What follows belongs to an exercise in optimizing a design on an open flow for small area; a production flow would make more cautious choices.
The RTL was checked by simulation tests, not by an equivalence proof against the original design.
Power is estimated from default activity; no workload was simulated.

===== design.v =====
`timescale 1ns / 1ps
module main_ctrl(clk, rst, config_load, config_done, ifmap_ready, wght_ready, op_go, op_done, bias_write,
                 psum_split_condense, maxpooling, tile_order_first, tile_order_last,
                 ifmapR, ifmapC, ofmapR, ofmapC, kernelR, kernelC, inchannel, outchannel,
                 load_wght, data_ready, sum_in_bias, tile_done, current_state,
                 ofmap_en, ofmap_addrin,
                 ifmap_en_b, wght_en_b, ofmap_en_a, ofmap_en_b, bias_en_a, bias_en_b,
                 bias_addr_b, ifmap_addr_b, wght_addr_b, ofmap_addr_a, ofmap_addr_b,
                 ifmap_wen_b, wght_wen_b, ofmap_wen_a, ofmap_wen_b, bias_wen_a, bias_wen_b);
input clk,rst, config_load, config_done, ifmap_ready, wght_ready, op_go, op_done, bias_write;
input psum_split_condense,maxpooling,tile_order_first,tile_order_last;
input [5:0] ifmapR,ifmapC,ofmapR,ofmapC;
input [2:0] kernelR,kernelC;
input [9:0] inchannel;
input [4:0] outchannel;
output load_wght,data_ready,sum_in_bias,tile_done;
output [3:0] current_state;
input ofmap_en;
input [9:0] ofmap_addrin;
output ifmap_en_b,wght_en_b,ofmap_en_a,ofmap_en_b,bias_en_a,bias_en_b;
output bias_addr_b;
output [9:0] ifmap_addr_b;
output [9:0] wght_addr_b;
output [9:0] ofmap_addr_a,ofmap_addr_b;
output [7:0] ifmap_wen_b,wght_wen_b,bias_wen_a,bias_wen_b;
output [15:0] ofmap_wen_a,ofmap_wen_b;
reg [3:0] current_state;
reg [3:0] next_state;
wire s_idle = ~current_state[3] & (current_state[2:0]==3'd0);
wire s_ltc  = ~current_state[3] & (current_state[2:0]==3'd1);
wire s_ldb  = ~current_state[3] & (current_state[2:0]==3'd2);
wire s_ld   = ~current_state[3] & (current_state[2:0]==3'd3);
wire s_pe   = ~current_state[3] & (current_state[2:0]==3'd4);
wire s_sc   = ~current_state[3] & (current_state[2:0]==3'd5);
wire s_mac  = ~current_state[3] & (current_state[2:0]==3'd6);
wire s_off  = ~current_state[3] & (current_state[2:0]==3'd7);
wire s_rg   =  current_state[3] & ~current_state[0];
wire s_pool =  current_state[3] &  current_state[0];
reg data_ready, tile_done, poolwrite;
reg ifmap_loaded, wght_loaded, bias_loaded;
reg [1:0] sub;
reg [4:0] cnt;           
reg [4:0] dc;            
reg wen1, dn1, pf;       
reg [2:0] Kr, Kc;
reg [9:0] Ps;
reg [1:0] Och;
reg [5:0] Orx, Ocx;
reg [9:0] XP;            
reg [6:0] lin;           
reg [9:0] R1, R1o;
reg [9:0] D0,D1,D2,D3,D4,D5,D6,D7,D8,D9,D10,D11,D12,D13,D14,D15,D16;
wire [6:0] nps = psum_split_condense ? {4'd0,kernelC} : (inchannel[9:3] + (|inchannel[2:0]));
wire [1:0] ocs = outchannel[4:3] + (|outchannel[2:0]);
wire [9:0] Ps1 = Ps + 1'b1;
wire [2:0] Kr1 = Kr + 1'b1;
wire [2:0] Kc1 = Kc + 1'b1;
wire [1:0] Och1 = Och + 1'b1;
wire [5:0] Or1 = Orx + 1'b1;
wire [5:0] Oc1 = Ocx + 1'b1;
wire eP  = (Ps1 == {3'd0,nps});
wire eKr = (Kr1 == kernelR);
wire eKc = (Kc1 == kernelC);
wire eO  = (Och1 == ocs);
wire eOr = (Or1 == ofmapR);
wire eOc = (Oc1 == ofmapC);
wire check_done = (sub == 2'd3);
wire wght_shift_done = (cnt == 5'd8);
wire slice_done = (dc == 5'd18);
wire ofmap_write = (cnt == 5'd27);
always @(posedge clk or posedge rst)
    if (rst) current_state <= 4'd0;
    else current_state <= next_state;
always @* begin
    next_state = current_state;
    case (current_state)
        4'd0: if (config_load) next_state = 4'd1;
        4'd1: if (config_done) next_state = (maxpooling || !tile_order_first) ? 4'd3 : 4'd2;
        4'd2: if (!bias_write) next_state = 4'd3;
        4'd3: if (data_ready) next_state = 4'd8;
        4'd8: if (op_go) next_state = 4'd5;
        4'd5: begin
            if (tile_done) next_state = tile_order_last ? 4'd7 : 4'd0;
            else if (maxpooling) next_state = 4'd9;
            else if (check_done) next_state = 4'd4;
        end
        4'd4: if (wght_shift_done) next_state = 4'd6;
        4'd6: if (slice_done) next_state = 4'd5;
        4'd7: if (op_done) next_state = 4'd0;
        4'd9: if (tile_done) next_state = 4'd7;
        default: next_state = 4'd0;
    endcase
end
reg [2:0] Kr_n, Kc_n;
reg [9:0] Ps_n;
reg [1:0] Och_n;
reg [5:0] Or_n, Oc_n;
reg ps_inc, och_inc, td_set;
reg [3:0] lcorr;
wire [3:0] kri4 = kernelR * nps[3:0];
wire eKr_c = psum_split_condense | eKr;
wire eKc_c = psum_split_condense | eKc;
always @* begin
    Kr_n = Kr; Kc_n = Kc; Ps_n = Ps; Och_n = Och; Or_n = 6'd0; Oc_n = 6'd0;
    ps_inc = 1'b0; och_inc = 1'b0; td_set = 1'b0; lcorr = 4'd0;
    if (s_idle | s_ltc | s_ldb | s_ld) begin
        Kr_n = 3'd0; Kc_n = 3'd0; Ps_n = 10'd0; Och_n = 2'd0;
    end
    if (s_rg) begin
        Kr_n = 3'd0; Kc_n = 3'd0; Ps_n = 10'h3ff; Och_n = 2'd0;
    end
    if (s_off) Och_n = 2'd0;
    if (s_sc && sub == 2'd0) begin
        if (!eP) begin
            Ps_n = Ps1; ps_inc = 1'b1;
        end else begin
            Ps_n = 10'd0;
            if (!eKr_c) Kr_n = Kr1;
            else begin
                Kr_n = 3'd0;
                if (!eKc_c) begin
                    Kc_n = Kc1;
                    if (!psum_split_condense && kernelR == 3'd0) lcorr = nps[3:0];
                end else begin
                    Kc_n = 3'd0;
                    if (!psum_split_condense)
                        lcorr = (kernelR == 3'd0) ? nps[3:0] : ((kernelC == 3'd0) ? kri4 : 4'd0);
                    if (!eO) begin Och_n = Och1; och_inc = 1'b1; end
                    else begin Och_n = 2'd0; td_set = 1'b1; end
                end
            end
        end
    end
    if (s_mac) begin
        Or_n = Orx; Oc_n = Ocx;
        if (slice_done) begin
            Or_n = 6'd0; Oc_n = 6'd0;
        end else if (!(eOr && eOc)) begin
            if (eOr) begin Or_n = 6'd0; Oc_n = Oc1; end
            else Or_n = Or1;
        end
    end
    if (s_pool) begin
        Or_n = Orx; Oc_n = Ocx; Och_n = 2'd0;
        if (pf & ~tile_done) ;
        else if (!eKr) Kr_n = Kr1;
        else begin
            Kr_n = 3'd0;
            if (!eKc) Kc_n = Kc1;
            else begin
                Kc_n = 3'd0;
                if (!eP) begin Ps_n = Ps1; ps_inc = 1'b1; end
                else begin
                    Ps_n = 10'd0;
                    if (!eOr) Or_n = Or1;
                    else begin
                        Or_n = 6'd0;
                        if (!eOc) Oc_n = Oc1;
                        else begin
                            Kr_n = Kr; Kc_n = Kc; Ps_n = Ps; Or_n = Orx; Oc_n = Ocx;
                            ps_inc = 1'b0;
                        end
                    end
                end
            end
        end
    end
end
wire cur_nz = (s_pool & ~pf) ? ((|Kc_n) | (|Kr_n) | (|Ps_n)) : ((|Kc) | (|Kr) | (|Ps));
assign sum_in_bias = tile_order_first & ~cur_nz;
wire [5:0] xstride = (psum_split_condense & ~maxpooling) ? 6'd1 : ifmapC;
always @(posedge clk) begin
    Kr <= Kr_n; Kc <= Kc_n; Ps <= Ps_n; Och <= Och_n; Orx <= Or_n; Ocx <= Oc_n;
    XP <= (Ps_n == 10'd0) ? 10'd0 : (ps_inc ? XP + xstride : XP);
    if (s_rg) lin <= 7'h7f;
    else if (s_sc && sub == 2'd0) lin <= lin + 1'b1 - {lcorr, 3'd0};
end
always @(posedge clk or posedge rst)
    if (rst) tile_done <= 1'b0;
    else if (s_idle) tile_done <= tile_order_last ? 1'b0 : tile_done;
    else if (s_sc) tile_done <= tile_done | td_set;
    else if (s_off) tile_done <= 1'b1;
    else if (s_pool) tile_done <= dn1;
    else tile_done <= 1'b0;
always @(posedge clk) begin
    ifmap_loaded <= (s_ldb | s_ld) & (ifmap_loaded | ifmap_ready);
    wght_loaded <= (s_ldb | s_ld) & (wght_loaded | wght_ready);
    bias_loaded <= (s_ldb & (bias_loaded | ~bias_write)) |
                   (s_ld & (bias_loaded | ~bias_write | ~tile_order_first));
    data_ready <= s_rg | (s_ld & (data_ready | (maxpooling ? ifmap_loaded : (bias_loaded & ifmap_loaded & wght_loaded))));
    sub <= s_sc ? sub + 1'b1 : 2'd0;
    cnt <= (s_pe | s_mac) ? ((cnt == 5'd27) ? cnt : cnt + 1'b1) : 5'd0;
    dc <= (s_mac & eOr & eOc) ? dc + 1'b1 : 5'd0;
    pf <= s_sc;
    wen1 <= s_pool & ~pf & eKr & eKc;
    dn1 <= s_pool & ~pf & eKr & eKc & eP & eOr & eOc;
    poolwrite <= s_sc | (s_pool & wen1);
end
wire [2:0] Kcm = pf ? 3'd0 : Kc;
wire [2:0] Krm = pf ? 3'd0 : Kr;
wire [9:0] Xi = XP + Kcm + (maxpooling ? {Ocx[3:0],1'b0} : Ocx);
wire [6:0] Yi = Krm + (maxpooling ? {Orx[3:0],1'b0} : Orx);
wire [1:0] Q = maxpooling ? (s_pool ? Ps[1:0] : 2'd0) : Och;
wire [7:0] Uo = (Q[0] ? {2'd0,ofmapC} : 8'd0) + (Q[1] ? {1'b0,ofmapC,1'b0} : 8'd0) + Ocx;
always @(posedge clk) begin
    R1 <= Xi * ifmapR + Yi;
    R1o <= Uo * ofmapR + Orx;
end
assign ifmap_addr_b = R1;
assign ofmap_addr_a = ofmap_en ? ofmap_addrin : R1o;
assign wght_addr_b = {lin, cnt[2:0]};
assign bias_addr_b = Och[0];
always @(posedge clk) begin
    D0 <= ofmap_addr_a; D1 <= D0; D2 <= D1; D3 <= D2; D4 <= D3; D5 <= D4; D6 <= D5; D7 <= D6;
    D8 <= D7; D9 <= D8; D10 <= D9; D11 <= D10; D12 <= D11; D13 <= D12; D14 <= D13; D15 <= D14; D16 <= D15;
end
assign ofmap_addr_b = maxpooling ? D0 : D16;
assign load_wght = s_pe;
assign wght_en_b = s_pe;
assign ifmap_en_b = s_mac | s_pool;
assign ofmap_en_b = s_mac | s_pool;
assign bias_en_a = s_ldb;
assign bias_wen_a = {8{s_ldb}};
assign bias_en_b = s_mac & sum_in_bias;
assign ofmap_en_a = (s_mac & ~sum_in_bias) | (s_off & ofmap_en);
assign ofmap_wen_b = {16{(s_mac & ofmap_write) | (s_pool & poolwrite)}};
assign ifmap_wen_b = 8'd0;
assign wght_wen_b = 8'd0;
assign bias_wen_b = 8'd0;
assign ofmap_wen_a = 16'd0;
endmodule

===== flow/run.sh =====
#!/bin/bash
# Standard ORFS layout with two changes: port buffers use the smallest buffer
# cell, and clock tree synthesis inserts no dummy loads.
set -euo pipefail
bash standard.sh \
  BUFFER_PORTS_ARGS="-buffer_cell sky130_fd_sc_hd__buf_1" \
  CTS_ARGS="-sink_clustering_enable -repair_clock_nets -dont_use_dummy_load -buf_list {sky130_fd_sc_hd__clkbuf_8} -sink_clustering_size 16 -sink_clustering_max_diameter 60" \
  finish > standard.log 2>&1

===== standard.sh =====
#!/bin/bash
# synth_recipe.tcl (not shown) runs the flow's synth.tcl, then flattens the netlist and writes it again
# the make line also repeats each setting of config.mk as NAME=value (left out here)
make -C /OpenROAD-flow-scripts/flow DESIGN_CONFIG=/design/flow/config.mk WORK_HOME=/design/flow/orfs CLKGATE_MAP_FILE= SYNTH_SCRIPT=/design/flow/synth_recipe.tcl "${@:-finish}"

===== config.mk =====
export PLATFORM = sky130hd
export DESIGN_NAME = main_ctrl
export DESIGN_NICKNAME = main_ctrl
export VERILOG_FILES = /design/flow/design.v
export SDC_FILE = /design/flow/constraint.sdc
export NUM_CORES = 4
export LEC_CHECK = 0
export CAP_MARGIN = 20
export CORE_MARGIN = 2
export CORE_UTILIZATION = 65
export SLEW_MARGIN = 20

===== constraint.sdc =====
create_clock -name core_clock -period 8.0 [get_ports {clk}]
set_input_delay 1.6000 -clock core_clock [delete_from_list [all_inputs] [get_ports {clk}]]
set_output_delay 1.6000 -clock core_clock [all_outputs]
set_load 0.01 [all_outputs]

==> metrics.cfg, run 1 <==
[cells_and_area]
post-route-util_pct = 69.44
drive_gt1_share_pct = 5.544
layout.nets = 1725
antennaDiodeCount = 0
area_growth_pct = 5.795
fill_cells = 1634

[power]
p_leak_nw = 6.359
pwr_density_cell_nw_per_um2 = 374.8
ir_worst_vdd_mv = 0.3307
total_power_w = 0.005420

[clocking]
clockBufferDepth = 3
cts_inserted_buffers = 24
clkTransAtPathRegs_ns = 0.10
cts-root-buf = clkbuf_8
post_cts_buffers = 0
ctsHtreeMaxLevel = 1
post_cts_resized = 0
cts-hold-fix-buffers = 0
clock_latency_ns = 0.56
clkSinkCount = 262
cts_tree = yes

[place]
dpl.hpwl_um = 21160
portBuffers = 147
gp_congestion = 0.9192

[yosys]
synth-main-ff-cell = dfxtp_1
synthSimpleGateAreaFrac_pct = 15.66
synth_cell_types = 79
syn_area_per_cell_sq_um = 9.904
syn-instance-count = 1380
synth_top_family_by_area = adder cells
ys_async_sr_fraction_pct = 1.908
synth_xor_area_share_pct = 6.939
yosys_warnings = 1
syn_area_sq_um = 13670
synthMuxAreaShare_pct = 3.186
synth_seq_cells = 262
synth_compound_area_share_pct = 8.734
synth_edf_count = 12
synth_fa_ha_area_share_pct = 17.91
seq_area_frac_synth_pct = 39.44

[worst_setup_path]
ff2ff_setup_slack_ns = 0.93
cpMaxStageDelayCell = nor4_1
cp.arrival_ns = 5.73
startpoint = inchannel[1]
path_cells = buf_1 > or3_1 > ha_1 > ha_1 > xor2_1 > o21ai_0 > xnor2_1 > nor4_4 > o211ai_1 > buf_4 > or3_1 > a211oi_1 > a311oi_1 > nor4_1 > a311oi_1 > nor2_1 > buf_1
r2r_start = current_state[3]$_DFFE_PP0P_
worstReg2RegEnd = R1o[9]$_DFF_P_
startpoint_type = primary input
cp-end-kind = output port
reg2regPathDepth = 29
required_ns = 6.40
worstSetupPathType = in -> out
cp_max_fo = 5
cpPeakStageDelay_ns = 0.55
crit_family = simple AND/OR/NAND/NOR gates
critPathBufInv = 3

[global_routing]
grt_pass1_wl_um = 44440
antenna_found_initial = 0
grt_usage_pct = 24.61
grt_overflow = 0
grt_max_degree = 23
grt_pass1_vias = 8965

[detailed_routing]
ant_nets = 0
wl_per_cell_um = 15.34
drt-initial-drc-count = 598
routed_wl_um = 27190
firstDrtPassIters = 5
remaining_drc_errors = 0
via_count = 9464
vias_per_cell = 5.341

[timing]
tightest_slew_ns = 0.8034
finalCritPeriodShare_pct = 91.65
setup_tns_ns = 0
rsz0062_at_grt = false
slew-limit-headroom_pct = 46.44
fmax_mhz = 136.4
whs_ns = 0.3103
fin_worst_skew_ns = 0.06384
setup_viol = 0
slew_violations = 0
finalHoldViolCount = 0
min_period_ns = 7.332

[worst_hold_path]
min_path_cells = 0
min_to = D7[1]$_DFF_P_
hold_class = reg -> reg
worstHoldStart = D6[1]$_DFF_P_

[floorplanning]
rows = 53
io_pins = 188
die_h_um = 149.0
fp.dieW_um = 149.0
die_area_sq_um = 22200
start_util_pct = 65.64
core_area_sq_um = 20820

[status]
status = timing/DRC/antenna clean

[job]
cap_viol_max_count = 0

==> report_power, final <==
group / internal [W] / switching (W)
Sequential: 0.00172 / 0.000242
Clock: 0.000267 / 0.000398
Combinational: 0.00120 / 0.00159
Total: 0.00319 / 0.00223
==> how the worst max path moves through the flow <==
stage,to,slack [ns],depth (start not counted)
6_report,sum_in_bias,0.67,17
5_1_grt,sum_in_bias,0.30,17
4_1_cts,sum_in_bias,0.74,17
3_5_place_dp,R1o[9]$_DFF_P_,0.23,28
3_3_place_gp,R1o[9]$_DFF_P_,0.47,28
2_1_floorplan,R1[9]$_DFF_P_,0.44,27
==> worst register-to-register path: cells and delay by family (launching register included) <==
kind	cells	cell delay, ns
compound gates	6	0.94
simple gates	6	1.15
fa+ha+maj	8	3.42
flops	1	0.71
buf+inv	6	0.31
xor+xnor	3	0.47
==> cell families after synthesis <==
family                     count (synthesis)
and+or+nand+nor                          413
DFF                                      262
buffers and inverters                    223
AOI/OAI and AO/OA                        182
adders and majority gates                158
xor gates and xnor gates                 102
muxes                                     39
other                                      1
==> synth_stat cells (all sizes together) (4+ instances only) <==
| master | instances | area [sq um] |
|---|---|---|
| a211oi | 6 | 50.05 |
| xnor3 | 4 | 90.09 |
| and3 | 4 | 30.03 |
| o21bai | 12 | 90.09 |
| nand2 | 109 | 409.1 |
| a21o | 13 | 97.59 |
| xnor2 | 65 | 569.3 |
| dfxtp | 245 | 4905 |
| mux2i | 13 | 142.6 |
| dfrtp | 5 | 125.1 |
| nand3 | 31 | 165.2 |
| xor2 | 33 | 289.0 |
| edfxtp | 12 | 360.4 |
| o31ai | 5 | 37.54 |
| o21ai | 41 | 209.0 |
| nand4b | 4 | 35.03 |
| a31oi | 10 | 62.56 |
| buf | 78 | 563.0 |
| nor3 | 13 | 70.07 |
| nand4 | 6 | 37.54 |
| inv | 120 | 450.4 |
| ha | 94 | 1176 |
| nand2b | 24 | 150.1 |
| nor2b | 25 | 156.4 |
| o21a | 5 | 37.54 |
| or4 | 7 | 56.30 |
| and2 | 63 | 396.6 |
| nor4 | 12 | 105.1 |
| or3 | 10 | 67.56 |
| mux2 | 26 | 292.8 |
| a21oi | 46 | 230.2 |
| clkbuf | 25 | 93.84 |
| nor2 | 89 | 334.1 |
| nand3b | 4 | 30.03 |
| o211ai | 11 | 82.58 |
| fa | 63 | 1261 |
==> cells in the final DEF, fill, tap and decap left out, types with 4 or more instances in the layout <==
master and instances:
dfxtp_1 245, nand2b_1 24, nand2_1 109, nor2b_1 25, buf_1 146, inv_1 120
o211ai_1 11, or4_1 6, a31oi_1 10, o21a_1 5, clkbuf_8 24, a21o_1 13
edfxtp_1 12, o21bai_1 12, and2_1 62, xnor3_1 4, dfrtp_1 5, conb_1 40
mux2i_1 12, nor4_1 10, a21oi_1 46, o31ai_1 5, nor3_1 12, xnor2_1 65
nand4_1 6, nor2_1 89, ha_1 94, o21ai_0 38, a211oi_1 5, or3_1 9
xor2_1 33, nand4b_1 4, mux2_2 26, nand3b_1 4, buf_4 10, fa_1 63
nand3_1 29
==> through the flow <==
step,setup WS (ns),cell area (sq um),instances
after floorplan,0.4392,13810,1419
after global placement,0.4749,14130,1748
after detailed placement,0.2340,14130,1748
after CTS,0.7443,14460,1772
after global routing,0.3000,14460,1772
final,0.6679,14460,1772
==> metal layers <==
metal,global-route usage [%],part of all wire [%],wire length [um],vias up
met5,0,0,0,-
met4,6.476,2.1,569,0
met3,3.272,5.4,1477,53
met2,40.58,46,12640,250
met1,34.46,46,12500,4466
li1,-,-,-,4695
==> final cells by class <==
cell class	instances	area (sq um)	share of cell area, %
Timing Repair Buffer	157	628.1	4.344
Sequential cell	262	5390	37.28
Inverter	120	450.4	3.115
Multi-Input combinational cell	934	7316	50.60
Tap cell	275	344.1	2.380
Clock buffer	24	330.3	2.285
==> inputs of run 2 (changes only) <==
==> flow/run.sh (replaced) <==
#!/bin/bash
# Standard ORFS layout (the standard.sh, standard synthesis) with three changes:
#  - port buffers use the smallest buffer cell (buf_1),
#  - clock tree synthesis inserts no dummy loads and builds the tree from clkbuf_4,
#  - constant outputs share one tie cell instead of one tie cell each.
set -euo pipefail
bash standard.sh \
  BUFFER_PORTS_ARGS="-buffer_cell sky130_fd_sc_hd__buf_1" \
  CTS_ARGS="-sink_clustering_enable -repair_clock_nets -dont_use_dummy_load -buf_list {sky130_fd_sc_hd__clkbuf_2} -sink_clustering_size 6 -sink_clustering_max_diameter 25" \
  SKIP_REPAIR_TIE_FANOUT=1 \
  finish > standard.log 2>&1
==> run 2 against run 1 <==
  * Final cell count increased by 0.34%
  * Synthesized area unchanged
  * Die area unchanged
  * Global-route usage up 0.21 points
  * Power is 0.66% lower
  * Critical path type unchanged
  * Wire length fell by 1.1%
  * Fmax rose by 0.12%
  * Hold slack worse by 0.060 ns
  * Via count increased by 0.67%
  * Core utilization down 0.63 points
  * Cell area decreased by 0.91%
  * Synthesized cell count unchanged
==> metrics.cfg, run 2 <==
[worst_setup_path]
worstSetupPathType = in -> out
startpoint_type = primary input
cp.arrival_ns = 5.72
reg2regPathDepth = 30
critical_path.endpoint = sum_in_bias
startpoint = inchannel[1]
cp-end-kind = output port
r2r_start = current_state[3]$_DFFE_PP0P_
worstReg2RegEnd = R1o[9]$_DFF_P_
ff2ff_setup_slack_ns = 1.14
required_ns = 6.40
cp_max_fo = 10

[cells_and_area]
fill_cells = 1717
drive_gt1_share_pct = 8.455
area_growth_pct = 4.834
final_cell_mix = dfxtp_1, buf_1, inv_1
layout.nets = 1730
design_area_sq_um = 14330
final_common_cell = dfxtp_1

[timing]
setup_tns_ns = 0
min_period_ns = 7.323
setup_viol = 0
finalCritPeriodShare_pct = 91.54
tightest_slew_ns = 0.8005
fin_ws_ns = 0.6767
fin_worst_skew_ns = 0.08846
rsz0062_at_grt = false
slew_violations = 0
fmax_mhz = 136.6
finalHoldViolCount = 0
slew-limit-headroom_pct = 46.63

[floorplanning]
fp.dieW_um = 149.0
core_area_sq_um = 20820
die_h_um = 149.0
rows = 53
die_area_sq_um = 22200
start_util_pct = 65.64
io_pins = 188

[clocking]
cts_tree = yes
ctsHtreeMaxLevel = 3
post_cts_resized = 0
post_cts_buffers = 0
cts_inserted_buffers = 67
clock_latency_ns = 0.77
cts-hold-fix-buffers = 0
cts-root-buf = clkbuf_2
clkSinkCount = 262
clkTransAtPathRegs_ns = 0.10
clockBufferDepth = 3

[global_routing]
antenna_found_initial = 0
grt_overflow = 0
grt_pass1_vias = 9311
grt_max_degree = 41
grt_usage_pct = 24.82
grt_pass1_wl_um = 44410

[yosys]
yosysMostFrequentCell = dfxtp_1
ys_async_sr_fraction_pct = 1.908
synth_edf_count = 12
synth_top_area_cell = dfxtp_1
synth_top_area_share_pct = 35.89
yosys_warnings = 1
synth_cell_types = 79
synth-main-ff-cell = dfxtp_1
yosys-top-cells-area = dfxtp_1, fa_1, ha_1
synth_seq_cells = 262
syn_area_per_cell_sq_um = 9.904
syn_area_sq_um = 13670
seq_area_frac_synth_pct = 39.44
synthTopCellsByCount = dfxtp_1, inv_1, nand2_1
syn-instance-count = 1380

[detailed_routing]
remaining_drc_errors = 0
ant_nets = 0
routed_wl_um = 26870
wl_per_cell_um = 15.11
drt-initial-drc-count = 503
via_count = 9527
vias_per_cell = 5.358
firstDrtPassIters = 8

[power]
pwr_density_cell_nw_per_um2 = 375.8
ir_worst_vdd_mv = 0.3359
p_leak_nw = 6.344

[worst_hold_path]
hold_class = reg -> reg

[place]
portBuffers = 147
dp_slack_ns = 0.2418
placed_cell_area_sq_um = 13990
dpl.hpwl_um = 20690
gp_congestion = 0.8799

[job]
cap_viol_max_count = 0

[status]
status = timing/DRC/antenna clean

[run 2: cells by family after synthesis]
kind of cell / count (synthesis) / synth area share [%]
AO/OA/AOI/OAI: 182 / 8.734
XOR/XNOR: 102 / 6.940
adder cells (fa/ha/maj): 158 / 17.91
buffers and inverters: 223 / 8.102
flip-flops: 262 / 39.44
multiplexers: 39 / 3.186
other: 1 / 0.02744
AND/OR/NAND/NOR: 413 / 15.66
[run 2: layout make-up]
type	instances	area (sq um)	share of cell area, %
multi-input cells	895	7169	50.04
inverters	120	450.4	3.144
clock buffers	67	335.3	2.340
well taps	275	344.1	2.402
flip-flops and latches	262	5390	37.62
diodes	1	2.502	0.01747
repair buffers	158	635.6	4.436
[run 2: worst min path at each step]
| stage | startpoint | end | slack (ns) | depth (start not counted) |
|---|---|---|---|---|
| global placement | D3[4]$_DFF_P_ | D4[4]$_DFF_P_ | 0.31 | 0 |
| finish | D12[0]$_DFF_P_ | D13[0]$_DFF_P_ | 0.25 | 0 |
| floorplan | D9[0]$_DFF_P_ | D10[0]$_DFF_P_ | 0.31 | 0 |
| CTS | D12[0]$_DFF_P_ | D13[0]$_DFF_P_ | 0.25 | 0 |
| detailed placement | D11[1]$_DFF_P_ | D12[1]$_DFF_P_ | 0.31 | 0 |
| global route | D12[0]$_DFF_P_ | D13[0]$_DFF_P_ | 0.24 | 0 |
[run 2: through the flow]
stage / hold slack (ns) / power, W / util [%] / instances
2_1_floorplan: 0.3096 / 0.004134 / - / 1380
3_3_place_gp: 0.3104 / 0.004704 / 67.19 / 1710
3_5_place_dp: 0.3121 / 0.004766 / 67.19 / 1710
4_1_cts: 0.2494 / 0.005462 / 68.80 / 1777
5_1_grt: 0.2395 / 0.005954 / 68.80 / 1777
6_report: 0.2500 / 0.005384 / 68.81 / 1778
[run 2: where the power goes]
part           leakage, nW  switching (W)  internal [W]  total (W)
clock network        0.278       0.000442      0.000217   0.000659
registers             2.25       0.000233       0.00172    0.00196
logic                 3.82        0.00157       0.00119    0.00277
total                 6.34        0.00225       0.00314    0.00538
[run 2: per-layer routing]
metal,global-route usage [%],vias up,part of all wire [%]
li1,-,4756,-
met1,32.48,4404,45
met2,40.85,297,46
met3,5.015,70,5.5
met4,9.381,0,3.1
met5,0.2273,-,0
[run 2: worst max-delay path: stages]
cell,delay (ns)
buf_1,0.07
or3_1,0.36
ha_1,0.22
ha_1,0.25
nand3_1,0.11
mux2_2,0.38
xnor2_1,0.13
nor3b_1,0.35
nor2_1,0.22
buf_4,0.21
or3_1,0.44
a211oi_1,0.27
a311oi_1,0.09
nor4_1,0.57
a311oi_1,0.19
nor2_1,0.11
buf_1,0.16
==> inputs of run 3 (changes only) <==
--- a/flow/run.sh
+++ b/flow/run.sh
@@ -8,3 +8,3 @@
   BUFFER_PORTS_ARGS="-buffer_cell sky130_fd_sc_hd__buf_1" \
-  CTS_ARGS="-sink_clustering_enable -repair_clock_nets -dont_use_dummy_load -buf_list {sky130_fd_sc_hd__clkbuf_2} -sink_clustering_size 6 -sink_clustering_max_diameter 25" \
+  CTS_ARGS="-sink_clustering_enable -repair_clock_nets -dont_use_dummy_load -buf_list {sky130_fd_sc_hd__clkbuf_4} -sink_clustering_size 12 -sink_clustering_max_diameter 45" \
   SKIP_REPAIR_TIE_FANOUT=1 \
==> run 3 against run 2 <==
  * Critical path depth is the same
  * Global-route usage shrank 0.71 points
  * Non-clock buffer count is the same
  * Clock skew grew 0.035 ns
  * Highest routed layer unchanged
  * Final cell count shrank 2.1%
  * Largest power group unchanged
  * Via count shrank 2.6%
  * Critical path type unchanged
  * Wire length shrank 1.0%
  * Still clean
==> metrics.cfg, run 3 <==
[status]
status = timing/DRC/antenna clean

[floorplanning]
die_h_um = 149.0
fp.dieW_um = 149.0
die_area_sq_um = 22200
start_util_pct = 65.64
core_area_sq_um = 20820
rows = 53
io_pins = 188

[timing]
slew_violations = 0
setup_viol = 0
tightest_slew_ns = 0.7673
fmax_mhz = 136.6
slew-limit-headroom_pct = 48.85
finalCritPeriodShare_pct = 91.52
min_period_ns = 7.322
setup_tns_ns = 0
fin_ws_ns = 0.6781
whs_ns = 0.2837
finalHoldViolCount = 0
rsz0062_at_grt = false
fin_worst_skew_ns = 0.1238

[clocking]
post_cts_buffers = 0
clkTransAtPathRegs_ns = 0.11
clock_latency_ns = 0.73
cts_tree = yes
ctsHtreeMaxLevel = 1
cts_inserted_buffers = 31
cts-hold-fix-buffers = 0
post_cts_resized = 0
clkSinkCount = 262
cts-root-buf = clkbuf_4
clockBufferDepth = 3

[yosys]
synth_top_area_share_pct = 35.89
synth_top_area_cell = dfxtp_1
synth_edf_count = 12
yosys-top-cells-area = dfxtp_1, fa_1, ha_1
syn-instance-count = 1380
synthTopCellsByCount = dfxtp_1, inv_1, nand2_1
synth-main-ff-cell = dfxtp_1
syn_area_sq_um = 13670
ys_async_sr_fraction_pct = 1.908
yosys_warnings = 1
seq_area_frac_synth_pct = 39.44
yosysMostFrequentCell = dfxtp_1
synth_seq_cells = 262
syn_area_per_cell_sq_um = 9.904
synth_cell_types = 79

[detailed_routing]
routed_wl_um = 26600
remaining_drc_errors = 0
vias_per_cell = 5.331
firstDrtPassIters = 5
wl_per_cell_um = 15.28
via_count = 9281
drt-initial-drc-count = 553
ant_nets = 0

[cells_and_area]
final_common_cell = dfxtp_1
ff_latch_area_sq_um = 5390
multi_input_area_sq_um = 7169
fill_cells = 1734
layout.nets = 1694
drive_gt1_share_pct = 6.207
design_area_sq_um = 14220
instances_no_fill = 1741
antennaDiodeCount = 0
final_cell_mix = dfxtp_1, buf_1, inv_1
area_growth_pct = 4.065

[power]
switching_share_pct = 41.53
p_leak_nw = 6.208
pwr_density_cell_nw_per_um2 = 372.1
ir_worst_vdd_mv = 0.3389
clkPwrFrac_pct = 10.7
internal_power_w = 0.003094
p_seq_share_pct = 37.0
p_comb_share_pct = 52.4
p_sw_w = 0.002198

[worst_setup_path]
cp.arrival_ns = 5.72
worstSetupPathType = in -> out
cpMaxStageDelayCell = nor4_1
cp_max_fo = 10
path_cells = buf_1 > or3_1 > ha_1 > ha_1 > nand3_1 > mux2_2 > xnor2_1 > nor3b_1 > nor2_1 > buf_4 > or3_1 > a211oi_1 > a311oi_1 > nor4_1 > a311oi_1 > nor2_1 > buf_1
cp-end-kind = output port
cpPeakStageDelay_ns = 0.57
required_ns = 6.40
startpoint_type = primary input

[place]
dpl.hpwl_um = 20690
gp_congestion = 0.8799
dp.cells = 1710
placed_cell_area_sq_um = 13990
portBuffers = 147
dp_slack_ns = 0.2418

[global_routing]
grt_pass1_wl_um = 43610
antenna_found_initial = 0
grt_pass1_vias = 8908
grt_overflow = 0
grt_max_degree = 41
grt_usage_pct = 24.11

[job]
cap_viol_max_count = 0

[worst_hold_path]
hold_class = reg -> reg

## run 3: final cells by class
class,count,area share (%)
clock buffer,31,1.636
inverter,120,3.167
multi-input combinational,895,50.41
sequential,262,37.90
tap,275,2.419
timing repair buffer,158,4.469
## run 3: kinds of logic after synthesis
kind of cell             after synthesis  share of synthesized area [%]
AND/OR/NAND/NOR                      413                          15.66
flip-flops                           262                          39.44
other                                  1                        0.02744
adder cells (fa/ha/maj)              158                          17.91
XOR/XNOR                             102                          6.940
multiplexers                          39                          3.186
AO/OA/AOI/OAI                        182                          8.734
buffers and inverters                223                          8.102
## run 3: power groups by stage
stage | registers, W | clock network, W | logic [W]
after floorplan | 0.00190 | 0 | 0.00223
after global placement | 0.00198 | 0 | 0.00272
after detailed placement | 0.00198 | 0 | 0.00278
after CTS | 0.00196 | 0.000589 | 0.00281
after global routing | 0.00200 | 0.000643 | 0.00320
final | 0.00196 | 0.000564 | 0.00277
## run 3: metal layers
layer	track usage (%)	share of wire (%)	vias up
li1	-	-	4678
met1	33.17	46	4339
met2	40.37	47	226
met3	4.067	5.2	38
met4	5.143	1.8	0
met5	0	0	-
## run 3: critical path, delay by kind of cell
kind	cells	cell delay, ns
AOI/OAI and AO/OA	3	0.55
xor gates and xnor gates	1	0.13
adders and majority gates	2	0.47
buffers and inverters	3	0.44
muxes	1	0.38
and+or+nand+nor	7	2.16
## run 3: worst paths after layout
kind | slack (ns) | cells past startpoint | to | startpoint
setup / recovery | 0.68 | 17 | sum_in_bias | inchannel[1]
setup reg to reg | 1.10 | 30 | R1o[9]$_DFF_P_ | current_state[0]$_DFFE_PP0P_
hold / removal | 0.28 | 0 | D7[6]$_DFF_P_ | D6[6]$_DFF_P_
min in group asynchronous | 0.76 | 2 | tile_done$_DFFE_PP0P_ | rst
max in group asynchronous | 7.02 | 2 | current_state[3]$_DFFE_PP0P_ | rst
hold reg to reg | 0.28 | 0 | D7[6]$_DFF_P_ | D6[6]$_DFF_P_
## run 3: stage by stage
step / util (%) / total power (W)
2_1_floorplan: - / 0.004134
3_3_place_gp: 67.19 / 0.004704
4_1_cts: 68.30 / 0.005362
5_1_grt: 68.30 / 0.005844
3_5_place_dp: 67.19 / 0.004766
6_report: 68.30 / 0.005292
==> inputs of run 4 (changes only) <==
--- a/flow/run.sh
+++ b/flow/run.sh
@@ -8,3 +8,3 @@
   BUFFER_PORTS_ARGS="-buffer_cell sky130_fd_sc_hd__buf_1" \
-  CTS_ARGS="-sink_clustering_enable -repair_clock_nets -dont_use_dummy_load -buf_list {sky130_fd_sc_hd__clkbuf_4} -sink_clustering_size 12 -sink_clustering_max_diameter 45" \
+  CTS_ARGS="-sink_clustering_enable -repair_clock_nets -dont_use_dummy_load -buf_list {sky130_fd_sc_hd__clkbuf_4} -sink_clustering_size 10 -sink_clustering_max_diameter 40" \
   SKIP_REPAIR_TIE_FANOUT=1 \
==> run 4 against run 3 <==
  * Power grew 0.99%
  * Critical path depth is the same
  * Core utilization grew 0.23 points
  * Highest routed layer unchanged
  * Worst setup slack gained 0.033 ns
  * Largest cell class unchanged
  * Largest power group unchanged
  * Still clean
  * Final cell count grew 0.40%
  * First-iteration DRC count grew 5.2%
  * Synthesized cell count is the same
  * Non-clock buffer count is the same
==> metrics.cfg, run 4 <==
[status]
status = timing/DRC/antenna clean

[power]
ir_worst_vdd_mv = 0.3375
p_leak_nw = 6.235
pwr_density_cell_nw_per_um2 = 374.5
total_power_w = 0.005344

[floorplanning]
rows = 53
core_area_sq_um = 20820
die_area_sq_um = 22200
die_h_um = 149.0
start_util_pct = 65.64
fp.dieW_um = 149.0
io_pins = 188

[timing]
setup_viol = 0
min_period_ns = 7.288
rsz0062_at_grt = false
tightest_slew_ns = 0.7723
setup_tns_ns = 0
fin_ws_ns = 0.7115
finalHoldViolCount = 0
slew-limit-headroom_pct = 48.51
slew_violations = 0
fin_worst_skew_ns = 0.07512
finalCritPeriodShare_pct = 91.11
fmax_mhz = 137.2

[detailed_routing]
vias_per_cell = 5.357
routed_wl_um = 26810
drt-initial-drc-count = 582
remaining_drc_errors = 0
via_count = 9364
firstDrtPassIters = 5
ant_nets = 0
wl_per_cell_um = 15.34

[worst_setup_path]
worstReg2RegEnd = R1o[9]$_DFF_P_
startpoint = inchannel[1]
ff2ff_setup_slack_ns = 1.10
cp-end-kind = output port
cp_max_fo = 10
critical_path.endpoint = sum_in_bias
cp.arrival_ns = 5.69
worstSetupPathType = in -> out
r2r_start = current_state[0]$_DFFE_PP0P_
required_ns = 6.40
startpoint_type = primary input
reg2regPathDepth = 30

[job]
cap_viol_max_count = 0

[clocking]
post_cts_resized = 0
cts-root-buf = clkbuf_4
post_cts_buffers = 0
clkSinkCount = 262
clockBufferDepth = 3
cts_tree = yes
cts-hold-fix-buffers = 0
ctsHtreeMaxLevel = 2
cts_inserted_buffers = 37
clock_latency_ns = 0.65
clkTransAtPathRegs_ns = 0.10

[cells_and_area]
layout.nets = 1700
drive_gt1_share_pct = 6.590
fill_cells = 1723
final_cell_mix = dfxtp_1, buf_1, inv_1
area_growth_pct = 4.412
multi_input_area_sq_um = 7169
final_common_cell = dfxtp_1
ff_latch_area_sq_um = 5390

[global_routing]
grt_pass1_wl_um = 44040
antenna_found_initial = 0
grt_max_degree = 41
grt_overflow = 0
grt_pass1_vias = 8982
grt_usage_pct = 24.46

[yosys]
seq_area_frac_synth_pct = 39.44
synth_seq_cells = 262
synth_edf_count = 12
yosys_warnings = 1
syn_area_sq_um = 13670
syn_area_per_cell_sq_um = 9.904
synthTopCellsByCount = dfxtp_1, inv_1, nand2_1
yosys-top-cells-area = dfxtp_1, fa_1, ha_1
synth_top_area_share_pct = 35.89
synth-main-ff-cell = dfxtp_1
ys_async_sr_fraction_pct = 1.908
yosysMostFrequentCell = dfxtp_1
synth_cell_types = 79
syn-instance-count = 1380
synth_top_area_cell = dfxtp_1

[place]
gp_congestion = 0.8799
portBuffers = 147
dpl.hpwl_um = 20690
dp_slack_ns = 0.2418

[worst_hold_path]
hold_class = reg -> reg

-- run 4: cell counts after synthesis --
Identical to the previous run, type by type.
-- run 4: cell type report --
cell class	instances	area share [%]
clock buffers	37	1.947
inverters	120	3.157
multi-input cells	895	50.24
diodes	1	0.01754
flip-flops and latches	262	37.77
well taps	275	2.411
repair buffers	158	4.454
-- run 4: power breakdown --
group | leakage (nW) | internal [W] | switching, W
combinational | 3.82 | 0.00119 | 0.00158
clock | 0.170 | 0.000213 | 0.000406
sequential | 2.25 | 0.00172 | 0.000233
total | 6.24 | 0.00313 | 0.00221
-- run 4: layer usage --
metal	global-route usage (%)	wire length [um]	part of all wire [%]
met5	0	0	0
met4	5.048	432	1.6
met3	4.557	1552	5.8
met2	41.24	12580	47
met1	33.19	12250	46
-- run 4: how the worst min path moves through the flow --
stage	end	slack, ns	cells after the start	start
global route	D11[6]$_DFF_P_	0.26	0	D10[6]$_DFF_P_
CTS	D11[6]$_DFF_P_	0.28	0	D10[6]$_DFF_P_
finish	D11[6]$_DFF_P_	0.28	0	D10[6]$_DFF_P_
floorplan	D10[0]$_DFF_P_	0.31	0	D9[0]$_DFF_P_
detailed placement	D12[1]$_DFF_P_	0.31	0	D11[1]$_DFF_P_
global placement	D4[4]$_DFF_P_	0.31	0	D3[4]$_DFF_P_
-- run 4: kinds of logic (layout without fill, tap and decap cells) --
kind of cell	Yosys count	count (layout)	synth area share, %
muxes	39	39	3.186
and+or+nand+nor	413	413	15.66
DFF	262	262	39.44
xor gates and xnor gates	102	102	6.940
buffers and inverters	223	315	8.102
AOI/OAI and AO/OA	182	182	8.734
other	1	2	0.02744
adders and majority gates	158	158	17.91
-- run 4: through the flow --
| step | cells | utilization [%] | instance area (sq um) | hold WS, ns |
|---|---|---|---|---|
| 3_3_place_gp | 1710 | 67.19 | 13990 | 0.3104 |
| 5_1_grt | 1747 | 68.52 | 14270 | 0.2571 |
| 6_report | 1748 | 68.53 | 14270 | 0.2814 |
| 2_1_floorplan | 1380 | - | 13670 | 0.3096 |
| 4_1_cts | 1747 | 68.52 | 14270 | 0.2818 |
| 3_5_place_dp | 1710 | 67.19 | 13990 | 0.3121 |
-- run 4: worst max-delay path, cell delays in order --
cell,delay (ns)
buf_1,0.07
or3_1,0.36
ha_1,0.22
ha_1,0.25
nand3_1,0.11
mux2_2,0.38
xnor2_1,0.13
nor3b_1,0.38
nor2_1,0.23
buf_4,0.21
or3_1,0.44
a211oi_1,0.27
a311oi_1,0.09
nor4_1,0.52
a311oi_1,0.18
nor2_1,0.11
buf_1,0.16
==> inputs of run 5 (changes only) <==
--- a/design.v
+++ b/design.v
@@ -173,3 +173,3 @@
     Kr <= Kr_n; Kc <= Kc_n; Ps <= Ps_n; Och <= Och_n; Orx <= Or_n; Ocx <= Oc_n;
-    XP <= (Ps_n == 10'd0) ? 10'd0 : (ps_inc ? XP + xstride : XP);
+    XP <= (Ps_n == 10'd0) ? (maxpooling ? {5'd0, Oc_n[3:0], 1'b0} : {7'd0, Kc_n}) : (ps_inc ? XP + xstride : XP);
     if (s_rg) lin <= 7'h7f;
@@ -200,3 +200,3 @@
 wire [2:0] Krm = pf ? 3'd0 : Kr;
-wire [9:0] Xi = XP + Kcm + (maxpooling ? {Ocx[3:0],1'b0} : Ocx);
+wire [9:0] Xi = XP + (maxpooling ? {3'd0, Kcm} : {4'd0, Ocx});
 wire [6:0] Yi = Krm + (maxpooling ? {Orx[3:0],1'b0} : Orx);
--- a/config.mk
+++ b/config.mk
@@ -9,3 +9,3 @@
 export CORE_MARGIN = 2
-export CORE_UTILIZATION = 65
+export CORE_UTILIZATION = 80
 export SLEW_MARGIN = 20
==> run 5 against run 4 <==
  * Sequential power is 4% higher
  * Power grew 8.4%
  * Synthesized area down 0.32%
  * Flip-flop and latch count did not move
  * Clock skew decreased by 0.0029 ns
  * Non-clock buffer count down 2
  * First-iteration DRC count up 54%
  * Synthesized cell count down 1.7%
  * Via count up 6.1%
==> metrics.cfg, run 5 <==
[status]
status = timing/DRC/antenna clean

[job]
cap_viol_max_count = 0

[floorplanning]
core_area_sq_um = 16640
rows = 47
die_h_um = 134.5
io_pins = 188
start_util_pct = 81.86
fp.dieW_um = 134.5
die_area_sq_um = 18090

[clocking]
post_cts_buffers = 0
clock_latency_ns = 0.68
ctsHtreeMaxLevel = 2
cts_tree = yes
clockBufferDepth = 3
post_cts_resized = 0
clkTransAtPathRegs_ns = 0.09
cts-root-buf = clkbuf_4
cts_inserted_buffers = 38
clkSinkCount = 262
cts-hold-fix-buffers = 0

[yosys]
yosys-top-cells-area = dfxtp_1, fa_1, ha_1
synth_seq_cells = 262
synth_cell_types = 91
synth_top_area_cell = dfxtp_1
yosys_warnings = 1
yosysMostFrequentCell = dfxtp_1
seq_area_frac_synth_pct = 40.01
synthTopCellsByCount = dfxtp_1, inv_1, nand2_1
syn-instance-count = 1357
syn_area_sq_um = 13620
ys_async_sr_fraction_pct = 1.908
synth_edf_count = 18
syn_area_per_cell_sq_um = 10.04
synth-main-ff-cell = dfxtp_1
synth_top_area_share_pct = 35.12

[place]
portBuffers = 147
gp_congestion = 0.9158
dpl.hpwl_um = 23600
dp.cells = 1628

[worst_hold_path]
hold_class = reg -> reg
min_path_cells = 0

[detailed_routing]
vias_per_cell = 5.954
ant_nets = 0
remaining_drc_errors = 0
wl_per_cell_um = 18.54
via_count = 9937
routed_wl_um = 30940
firstDrtPassIters = 5
drt-initial-drc-count = 896

[power]
p_leak_nw = 6.129
pwr_density_cell_nw_per_um2 = 410.4
ir_worst_vdd_mv = 0.6429

[global_routing]
grt.met3_usage_pct = 9.384
grt.busiest_layer = met2
antenna_found_initial = 3
met2_usage_pct = 58.33
grt_max_degree = 41
grt_pass1_wl_um = 49890
grt_use_met1_pct = 42.91
grt_usage_pct = 35.36
grt_overflow = 0
grt_pass1_vias = 10130

[cells_and_area]
ff_latch_area_sq_um = 5450
instances_no_fill = 1669
layout.nets = 1668
drive_gt1_share_pct = 6.846
fill_cells = 915
multi_input_area_sq_um = 7020
final_cell_mix = dfxtp_1, buf_1, inv_1
final_common_cell = dfxtp_1
post-route-util_pct = 84.84
area_growth_pct = 3.646

[timing]
tightest_slew_ns = 0.9163
setup_viol = 0
setup_tns_ns = 0
slew-limit-headroom_pct = 38.91
finalHoldViolCount = 0
fin_worst_skew_ns = 0.07220
min_period_ns = 7.396
fmax_mhz = 135.2
rsz0062_at_grt = false
finalCritPeriodShare_pct = 92.45
whs_ns = 0.3045
slew_violations = 0

[worst_setup_path]
reg2regPathDepth = 28
cp.arrival_ns = 7.94
cp-end-kind = register
worstSetupPathType = in -> reg
cp_max_fo = 27
startpoint_type = primary input
required_ns = 8.54

run 5: metal layers:
layer | wire [um] | share of wire [%] | vias up
met5 | 15 | 0.048 | -
met4 | 1597 | 5.2 | 2
met3 | 2563 | 8.3 | 144
met2 | 14960 | 48 | 507
met1 | 11800 | 38 | 4673
li1 | - | - | 4611
run 5: logic make-up (layout without fill, tap and decap cells):
kind of cell	count (synthesis)	in the layout	synth area share [%]
buffers and inverters	228	317	8.459
AO/OA/AOI/OAI	180	180	9.166
flip-flops	262	262	40.01
XOR/XNOR	108	108	7.311
other	1	4	0.02753
adder cells (fa/ha/maj)	152	152	17.25
multiplexers	37	37	3.169
AND/OR/NAND/NOR	389	389	14.61
run 5: worst max-delay path, cell delays in order:
cell,delay (ns)
buf_1,0.23
buf_4,0.38
o21ai_0,0.19
ha_1,0.25
fa_1,0.43
a21o_1,0.19
a21oi_1,0.21
nor2b_1,0.08
o21ai_0,0.22
nand2b_1,0.18
xor2_1,0.22
and2_1,0.21
fa_1,0.48
inv_1,0.05
fa_1,0.49
inv_1,0.06
fa_1,0.52
inv_1,0.05
fa_1,0.53
inv_1,0.05
ha_1,0.34
a21oi_1,0.23
o21bai_1,0.10
a21oi_1,0.20
xnor2_1,0.18
xnor2_1,0.17
xnor2_1,0.09
run 5: worst paths after layout:
check,endpoint,startpoint,slack [ns]
max reg2reg,R1o[9]$_DFF_P_,current_state[3]$_DFFE_PP0P_,0.93
min,D10[6]$_DFF_P_,D9[6]$_DFF_P_,0.30
min reg2reg,D10[6]$_DFF_P_,D9[6]$_DFF_P_,0.30
min in group asynchronous,current_state[2]$_DFFE_PP0P_,rst,0.81
max in group asynchronous,current_state[3]$_DFFE_PP0P_,rst,7.00
max,R1[9]$_DFF_P_,maxpooling,0.60
run 5: final cells by class:
cell class,count,share of cell area (%)
Multi-Input combinational cell,867,49.72
Sequential cell,262,38.60
Timing Repair Buffer,156,4.386
Inverter,123,3.270
Clock buffer,38,2.020
Tap cell,220,1.949
Antenna cell,3,0.05317
run 5: metrics by stage:
step	area [sq um]	setup WS [ns]	power, W
after floorplan	13620	0.5977	0.004337
after global placement	13830	0.3301	0.004785
after detailed placement	13830	-0.05313	0.005117
after CTS	14110	0.6474	0.005783
after global routing	14120	0.2574	0.006211
final	14120	0.6040	0.005795
run 5: where the power goes:
group / internal, W / switching [W] / leakage, nW
registers: 0.00177 / 0.000274 / 2.25
clock network: 0.000219 / 0.000415 / 0.175
logic: 0.00133 / 0.00179 / 3.71
total: 0.00332 / 0.00248 / 6.13
==> inputs of run 6 (changes only) <==
--- a/config.mk
+++ b/config.mk
@@ -7,5 +7,5 @@
 export LEC_CHECK = 0
-export CAP_MARGIN = 20
+export CAP_MARGIN = 0
 export CORE_MARGIN = 2
-export CORE_UTILIZATION = 80
-export SLEW_MARGIN = 20
+export CORE_UTILIZATION = 65
+export SLEW_MARGIN = 0
==> run 6 against run 5 <==
  * Via count down 5.6%
  * Clock-buffer cell count up 2
  * Synthesized cell count unchanged
  * Core utilization down 15 points
  * Combinational power down 8.3%
  * Die area up 22%
  * Clock skew up 0.044 ns
  * Critical path depth unchanged
  * Fmax up 3.0%
  * Largest cell class unchanged
  * Highest routed layer is now met4
==> metrics.cfg, run 6 <==
[status]
status = timing/DRC/antenna clean

[cells_and_area]
area_growth_pct = 4.243
final_common_cell = dfxtp_1
post-route-util_pct = 69.51
final_cell_mix = dfxtp_1, buf_1, inv_1
drive_gt1_share_pct = 7.108
instances_no_fill = 1720
layout.nets = 1671

[worst_setup_path]
cp-end-kind = register
reg2regPathDepth = 28
ff2ff_setup_slack_ns = 0.97
startpoint_type = primary input
worstSetupPathType = in -> reg
cp.arrival_ns = 7.60
cp_max_fo = 25
required_ns = 8.41

[timing]
rsz0062_at_grt = false
slew-limit-headroom_pct = 33.52
setup_tns_ns = 0
min_period_ns = 7.181
finalHoldViolCount = 0
fin_worst_skew_ns = 0.1157
finalCritPeriodShare_pct = 89.77
whs_ns = 0.2582
fmax_mhz = 139.2
setup_viol = 0
slew_violations = 0
tightest_slew_ns = 0.9973

[global_routing]
grt_usage_pct = 25.06
grt_pass1_vias = 9131
grt_max_degree = 41
antenna_found_initial = 1
grt_overflow = 0
grt_pass1_wl_um = 44660

[clocking]
ctsHtreeMaxLevel = 2
post_cts_buffers = 0
clockBufferDepth = 3
clkSinkCount = 262
clkTransAtPathRegs_ns = 0.09
cts-root-buf = clkbuf_4
cts_tree = yes
post_cts_resized = 0
cts-hold-fix-buffers = 0
clock_latency_ns = 0.65
cts_inserted_buffers = 40

[yosys]
synth_seq_cells = 262
syn_area_sq_um = 13620
synth_top_area_cell = dfxtp_1
synth_top_area_share_pct = 35.12
yosys_warnings = 1
synth-main-ff-cell = dfxtp_1
synth_edf_count = 18
yosysMostFrequentCell = dfxtp_1
ys_async_sr_fraction_pct = 1.908
synth_cell_types = 91
yosys-top-cells-area = dfxtp_1, fa_1, ha_1
syn-instance-count = 1357
syn_area_per_cell_sq_um = 10.04
synthTopCellsByCount = dfxtp_1, inv_1, nand2_1
seq_area_frac_synth_pct = 40.01

[place]
dp.cells = 1679
portBuffers = 147
dpl.hpwl_um = 20860
gp_congestion = 0.8770

[detailed_routing]
vias_per_cell = 5.455
firstDrtPassIters = 5
drt-initial-drc-count = 523
via_count = 9382
remaining_drc_errors = 0
routed_wl_um = 27200
wl_per_cell_um = 15.82
ant_nets = 0

[floorplanning]
rows = 52
core_area_sq_um = 20430
io_pins = 188
die_area_sq_um = 22130
die_h_um = 148.8
start_util_pct = 66.68
fp.dieW_um = 148.8

[power]
ir_worst_vdd_mv = 0.3919
p_leak_nw = 6.145
pwr_density_cell_nw_per_um2 = 388.4

[worst_hold_path]
min_path_cells = 0
hold_class = reg -> reg

[job]
cap_viol_max_count = 0

==> run 6: changes by cell type in the layout (fill, tap and decap cells not counted), sizes merged <==
cell    delta
clkbuf     +3
diode      -2
==> run 6: path summary, 6_finish.rpt <==
| kind | end | start |
|---|---|---|
| max | R1[9]$_DFF_P_ | maxpooling |
| min | D15[7]$_DFF_P_ | D14[7]$_DFF_P_ |
| max reg2reg | R1o[9]$_DFF_P_ | current_state[3]$_DFFE_PP0P_ |
| min reg2reg | D15[7]$_DFF_P_ | D14[7]$_DFF_P_ |
| max in group asynchronous | tile_done$_DFFE_PP0P_ | rst |
| min in group asynchronous | current_state[2]$_DFFE_PP0P_ | rst |
==> run 6: kinds of logic after synthesis <==
logic type               Yosys count  share of synthesized area [%]
buffers and inverters            228                          8.459
multiplexers                      37                          3.169
adder cells (fa/ha/maj)          152                          17.25
other                              1                        0.02753
AO/OA/AOI/OAI                    180                          9.166
flip-flops                       262                          40.01
XOR/XNOR                         108                          7.311
AND/OR/NAND/NOR                  389                          14.61
==> run 6: final cells by class <==
type | instances | area, sq um
Timing Repair Buffer | 157 | 628.1
Multi-Input combinational cell | 867 | 7020
Antenna cell | 1 | 2.502
Sequential cell | 262 | 5450
Clock buffer | 40 | 300.3
Tap cell | 270 | 337.8
Inverter | 123 | 461.7
Fill cell | 1643 | 6228
==> run 6: critical path, stage by stage <==
cell,delay [ns]
clkbuf_2,0.17
buf_4,0.36
o21ai_0,0.17
ha_1,0.23
fa_1,0.44
a21o_1,0.21
a21oi_1,0.21
nor2b_1,0.07
o21ai_0,0.15
nand2b_1,0.14
xor2_1,0.20
and2_1,0.20
fa_1,0.47
inv_1,0.05
fa_1,0.48
inv_1,0.06
fa_1,0.54
inv_1,0.06
fa_1,0.52
inv_1,0.04
ha_1,0.32
a21oi_1,0.22
o21bai_1,0.09
a21oi_1,0.18
xnor2_1,0.15
xnor2_1,0.16
xnor2_1,0.09
==> run 6: per-stage QoR <==
step           cell area [sq um]  setup WS, ns  total power, W
2_1_floorplan              13620        0.5977        0.004337
3_3_place_gp               13900        0.4337        0.004837
3_5_place_dp               13900        0.2409        0.004923
4_1_cts                    14200        0.8342        0.005577
5_1_grt                    14200        0.4354        0.006085
6_report                   14200        0.8185        0.005515
==> run 6: per-layer routing <==
layer / GRT usage [%] / up-vias / wire [um]
li1: - / 4624 / -
met1: 33.11 / 4411 / 12280
met2: 42.52 / 295 / 12760
met3: 5.199 / 52 / 1626
met4: 6.095 / 0 / 541
met5: 0 / - / 0
==> run 6: report_power, final <==
part | internal [W] | total (W) | switching, W
sequential | 0.00176 | 0.00203 | 0.000265
clock | 0.000229 | 0.000627 | 0.000398
combinational | 0.00129 | 0.00286 | 0.00157
total | 0.00328 | 0.00552 | 0.00224
==> inputs of run 7 (changes only) <==
--- a/config.mk
+++ b/config.mk
@@ -7,5 +7,5 @@
 export LEC_CHECK = 0
-export CAP_MARGIN = 0
+export CAP_MARGIN = 20
 export CORE_MARGIN = 2
 export CORE_UTILIZATION = 65
-export SLEW_MARGIN = 0
+export SLEW_MARGIN = 20
==> run 7 against run 6 <==
  * Still clean on timing, DRC and antenna
  * Cell area about the same
  * Core utilization about the same
  * Critical path depth down 12
  * Non-clock buffer count unchanged
  * Clock power down 2%
  * Clock-buffer cell count down 1
  * Global-route usage down 0.16 points
==> metrics.cfg, run 7 <==
[yosys]
syn-instance-count = 1357
yosys_warnings = 1
yosys-top-cells-area = dfxtp_1, fa_1, ha_1
syn_area_sq_um = 13620
ys_async_sr_fraction_pct = 1.908
yosysMostFrequentCell = dfxtp_1
synth-main-ff-cell = dfxtp_1
seq_area_frac_synth_pct = 40.01
synth_top_area_share_pct = 35.12
synth_cell_types = 91
syn_area_per_cell_sq_um = 10.04
synthTopCellsByCount = dfxtp_1, inv_1, nand2_1
synth_top_family_by_area = adder cells
synth_fa_ha_area_share_pct = 17.25
synth_seq_cells = 262
synth_xor_area_share_pct = 7.311
synth_top_area_cell = dfxtp_1
synth_edf_count = 18
synthMuxAreaShare_pct = 3.169
synth_compound_area_share_pct = 9.166
synthSimpleGateAreaFrac_pct = 14.61

[cells_and_area]
drive_gt1_share_pct = 7.044
layout.nets = 1670
area_growth_pct = 4.170
final_cell_mix = dfxtp_1, buf_1, inv_1
post-route-util_pct = 69.46
final_common_cell = dfxtp_1
antennaDiodeCount = 0

[timing]
rsz0062_at_grt = false
tightest_slew_ns = 0.9975
setup_viol = 0
slew-limit-headroom_pct = 33.50
slew_violations = 0
fin_worst_skew_ns = 0.1198
finalCritPeriodShare_pct = 89.76
finalHoldViolCount = 0
min_period_ns = 7.181
fmax_mhz = 139.3
setup_tns_ns = 0

[worst_setup_path]
worstReg2RegEnd = R1o[9]$_DFF_P_
cp-end-kind = output port
r2r_start = current_state[3]$_DFFE_PP0P_
ff2ff_setup_slack_ns = 1.02
startpoint_type = primary input
worstSetupPathType = in -> out
cp.arrival_ns = 5.58
crit_family = compound AO/OA/AOI/OAI gates
critical_path.endpoint = sum_in_bias
path_cells = buf_1 > or3_1 > ha_1 > ha_1 > xor2_1 > o21ai_0 > xnor2_1 > o2111ai_2 > a211oi_4 > a311oi_1 > a211oi_1 > and4_1 > nand4_1 > a21oi_1 > buf_1
required_ns = 6.40
crit_cells = 15
cp_max_fo = 16
reg2regPathDepth = 28
cpPeakStageDelay_ns = 0.67
startpoint = inchannel[1]
cpMaxStageDelayCell = and4_1
critPathBufInv = 2

[status]
status = timing/DRC/antenna clean

[clocking]
cts_inserted_buffers = 39
clock_latency_ns = 0.65
post_cts_buffers = 0
ctsHtreeMaxLevel = 2
clockBufferDepth = 3
cts-root-buf = clkbuf_4
clkTransAtPathRegs_ns = 0.09
clkSinkCount = 262
cts_tree = yes
post_cts_resized = 0
cts-hold-fix-buffers = 0

[detailed_routing]
vias_per_cell = 5.454
via_count = 9370
wl_met1_um = 12330
dr_wl_met3_um = 1661
routed.top_layer = met4
wl_per_cell_um = 15.78
dr_wl_met2_um = 12670
remaining_drc_errors = 0
drt-initial-drc-count = 528
firstDrtPassIters = 5
ant_nets = 0
routed_wl_um = 27110

[floorplanning]
die_h_um = 148.8
core_area_sq_um = 20430
io_pins = 188
fp.dieW_um = 148.8
die_area_sq_um = 22130
rows = 52
start_util_pct = 66.68

[place]
portBuffers = 147
gp_congestion = 0.8770
dpl.hpwl_um = 20850

[global_routing]
grt_overflow = 0
grt_usage_pct = 24.90
grt_pass1_vias = 9078
antenna_found_initial = 0
grt_max_degree = 41
grt_pass1_wl_um = 44370

[worst_hold_path]
hold_class = reg -> reg

[job]
cap_viol_max_count = 0

[power]
ir_worst_vdd_mv = 0.3971
p_leak_nw = 6.141
pwr_density_cell_nw_per_um2 = 387.5

-- run 7: final cells by class --
cell class                 count  area, sq um
tap                          270        337.8
fill                        1661         6238
timing repair buffer         157        628.1
sequential                   262         5450
multi-input combinational    867         7020
clock buffer                  39        292.8
inverter                     123        461.7
-- run 7: where the power goes --
part	leakage (nW)	total (W)	switching (W)	internal (W)
logic	3.71	0.00285	0.00157	0.00129
clock network	0.179	0.000616	0.000392	0.000224
registers	2.25	0.00203	0.000263	0.00176
-- run 7: worst min-delay path by stage --
stage	from	endpoint	cells past startpoint
2_1_floorplan	D9[0]$_DFF_P_	D10[0]$_DFF_P_	0
3_3_place_gp	D11[1]$_DFF_P_	D12[1]$_DFF_P_	0
3_5_place_dp	D9[5]$_DFF_P_	D10[5]$_DFF_P_	0
4_1_cts	D7[8]$_DFF_P_	D8[8]$_DFF_P_	0
5_1_grt	D4[2]$_DFF_P_	D5[2]$_DFF_P_	0
6_report	D7[8]$_DFF_P_	D8[8]$_DFF_P_	0
-- run 7: logic make-up (layout without fill, tap and decap cells) --
family                   Yosys count  in the layout
buffers and inverters            228            319
multiplexers                      37             37
adder cells (fa/ha/maj)          152            152
flip-flops                       262            262
AO/OA/AOI/OAI                    180            180
other                              1              1
XOR/XNOR                         108            108
AND/OR/NAND/NOR                  389            389
-- run 7: worst register-to-register path: cells and delay by family, from the launching register on --
family	cells	cell delay, ns
fa+ha+maj	8	3.43
compound gates	6	1.20
simple gates	5	0.87
flops	1	0.67
xor+xnor	3	0.39
buf+inv	6	0.31
-- run 7: per-layer routing --
layer | GRT usage (%) | up-vias
met3 | 4.587 | 44
met4 | 5.905 | 0
met2 | 42.48 | 279
met5 | 0 | -
met1 | 33.15 | 4418
li1 | - | 4629
-- run 7: metrics by stage --
| stage | setup slack [ns] | hold WS [ns] | instance area, sq um | cells | total power (W) |
|---|---|---|---|---|---|
| after CTS | 0.8383 | 0.2614 | 14190 | 1718 | 0.005563 |
| final | 0.8194 | 0.2620 | 14190 | 1718 | 0.005498 |
| after global placement | 0.4337 | 0.3095 | 13900 | 1679 | 0.004837 |
| after detailed placement | 0.2315 | 0.3121 | 13900 | 1679 | 0.004919 |
| after floorplan | 0.5977 | 0.3096 | 13620 | 1357 | 0.004337 |
| after global routing | 0.4355 | 0.2442 | 14190 | 1718 | 0.006067 |
==> inputs of run 8 (changes only) <==
--- a/flow/run.sh
+++ b/flow/run.sh
@@ -9,3 +9,3 @@
   CTS_ARGS="-sink_clustering_enable -repair_clock_nets -dont_use_dummy_load -buf_list {sky130_fd_sc_hd__clkbuf_4} -sink_clustering_size 10 -sink_clustering_max_diameter 40" \
-  SKIP_REPAIR_TIE_FANOUT=1 \
+  SKIP_REPAIR_TIE_FANOUT=1 GPL_KEEP_OVERFLOW=0 \
   finish > standard.log 2>&1
==> run 8 against run 7 <==
  * Still clean on timing, DRC and antenna
  * Final cell count is 0.64% lower
  * Fmax is 4.2% lower
  * Register-to-register slack worse by 0.05 ns
  * Largest power group unchanged
==> metrics.cfg, run 8 <==
[yosys]
synth_seq_cells = 262
syn_area_sq_um = 13620
ys_async_sr_fraction_pct = 1.908
synthTopCellsByCount = dfxtp_1, inv_1, nand2_1
synth_top_area_cell = dfxtp_1
yosys-top-cells-area = dfxtp_1, fa_1, ha_1
yosysMostFrequentCell = dfxtp_1
synth_cell_types = 91
synth-main-ff-cell = dfxtp_1
yosys_warnings = 1
syn_area_per_cell_sq_um = 10.04
synth_edf_count = 18
synth_top_area_share_pct = 35.12
syn-instance-count = 1357
seq_area_frac_synth_pct = 40.01

[detailed_routing]
ant_nets = 0
wl_met1_um = 12410
dr_wl_met2_um = 13080
routed_wl_um = 27730
dr_wl_met3_um = 1550
drt-initial-drc-count = 450
routed.top_layer = met4
remaining_drc_errors = 0
vias_per_cell = 5.488
via_count = 9368
firstDrtPassIters = 5
wl_per_cell_um = 16.24

[timing]
finalHoldViolCount = 0
setup_viol = 0
rsz0062_at_grt = false
tightest_slew_ns = 0.9805
slew_violations = 0
slew-limit-headroom_pct = 34.63
finalCritPeriodShare_pct = 93.69
fmax_mhz = 133.4
setup_tns_ns = 0
min_period_ns = 7.495
whs_ns = 0.2606
fin_worst_skew_ns = 0.07697

[clocking]
cts-root-buf = clkbuf_4
ctsHtreeMaxLevel = 2
clkTransAtPathRegs_ns = 0.09
cts_tree = yes
cts_inserted_buffers = 38
clock_latency_ns = 0.63
clockBufferDepth = 3
clkSinkCount = 262
post_cts_buffers = 0

[floorplanning]
die_area_sq_um = 22130
fp.dieW_um = 148.8
die_h_um = 148.8
core_area_sq_um = 20430
rows = 52
start_util_pct = 66.68
io_pins = 188

[power]
p_leak_nw = 6.087
ir_worst_vdd_mv = 0.2868
total_power_w = 0.005496
pwr_density_cell_nw_per_um2 = 389.1

[global_routing]
antenna_found_initial = 0
grt_pass1_vias = 9467
grt_max_degree = 41
grt_pass1_wl_um = 46460
grt_usage_pct = 26.03
grt_overflow = 0

[worst_setup_path]
ff2ff_setup_slack_ns = 0.97
cp_max_fo = 22
required_ns = 6.40
worstSetupPathType = in -> out
cp.arrival_ns = 5.90
startpoint_type = primary input
cp-end-kind = output port

[cells_and_area]
area_growth_pct = 3.665
final_common_cell = dfxtp_1
antennaDiodeCount = 0
post-route-util_pct = 69.13
final_cell_mix = dfxtp_1, buf_1, inv_1
instances_no_fill = 1707
layout.nets = 1659
drive_gt1_share_pct = 6.472

[place]
dpl.hpwl_um = 21380
dp.cells = 1669
portBuffers = 147
gp_congestion = 0.9256

[job]
cap_viol_max_count = 0

[status]
status = timing/DRC/antenna clean

[worst_hold_path]
hold_class = reg -> reg

run 8: critical path: stages:
cell and delay [ns]:
buf_1 0.07, or3_1 0.36, ha_1 0.19, ha_1 0.22
xor2_1 0.33, o21ai_0 0.16, xnor2_1 0.21, o2111ai_2 0.22
a211oi_4 0.75, a311oi_1 0.15, a211oi_1 0.27, and4_1 0.68
nand4_1 0.24, a21oi_1 0.21, buf_1 0.19
run 8: logic make-up (layout without fill, tap and decap cells):
group	count (synthesis)	after routing	share of synthesized area (%)
DFF	262	262	40.01
buffers and inverters	228	308	8.459
and+or+nand+nor	389	389	14.61
AOI/OAI and AO/OA	180	180	9.166
xor gates and xnor gates	108	108	7.311
adders and majority gates	152	152	17.25
other	1	1	0.02753
muxes	37	37	3.169
run 8: final timing paths:
kind                                              start                            to  cells past startpoint
min                                       D7[8]$_DFF_P_                 D8[8]$_DFF_P_                      0
max                                        inchannel[1]                   sum_in_bias                     15
max reg2reg                current_state[0]$_DFFE_PP0P_                R1o[9]$_DFF_P_                     28
min reg2reg                               D7[8]$_DFF_P_                 D8[8]$_DFF_P_                      0
max in group asynchronous                           rst  current_state[0]$_DFFE_PP0P_                      2
min in group asynchronous                           rst  current_state[3]$_DFFE_PP0P_                      2
run 8: metrics by stage:
step / worst slack, ns / cell area, sq um
3_5_place_dp: -0.1240 / 13830
4_1_cts: 0.5230 / 14110
6_report: 0.5046 / 14120
3_3_place_gp: -0.7980 / 13820
5_1_grt: 0.1053 / 14120
2_1_floorplan: 0.5977 / 13620
run 8: timing repair:
action | CTS | global route
endpoints found under the setup margin | 0 | 2
hold buffers | 0 | 0
resized for setup | 0 | 1
run 8: final cells by class:
cell class	count	area [sq um]
multi-input cells	867	7032
fillers	1670	6307
flip-flops and latches	262	5450
repair buffers	147	555.5
inverters	123	461.7
well taps	270	337.8
clock buffers	38	285.3
run 8: power breakdown:
part	switching, W	internal [W]	total, W
Sequential	0.000280	0.00176	0.00204
Combinational	0.00157	0.00127	0.00284
Clock	0.000397	0.000218	0.000615
run 8: layer usage:
metal / up-vias / global-route usage, %
li1: 4602 / -
met1: 4424 / 34.91
met2: 288 / 43.82
met3: 54 / 4.128
met4: 0 / 7.810
met5: - / 0

[re-timing with driven ports]
The results above use ideal ports. As a check the final layouts listed here were re-extracted and re-timed, cells and wires unchanged.
Step 1: set_driving_cell puts a clkbuf_16 on clk and a buf_2 on each other input, an assumption about the parent block.
Step 2 times the ports against the registers' clock, not the clock port: input delays grow and output delays shrink by t, the midpoint of the rising clock arrivals with the driver on.
a / b / c = no drivers / after step 1 / after step 2; a / b = the first two.
run	shift t [ns]	slack for setup (ns)
run 1	0.573	0.668 / 0.648 / 0.231
run 2	0.764	0.677 / 0.657 / 0.187
run 3	0.698	0.678 / 0.659 / 0.198
run 4	0.647	0.712 / 0.692 / 0.176
run 5	0.689	0.604 / 0.619 / -0.070
run 6	0.633	0.819 / 0.828 / 0.194
run 7	0.622	0.819 / 0.796 / 0.208
run 8	0.632	0.505 / 0.478 / -0.051
Met with ideal ports but missed after step 2: setup timing in run 5 and run 8.
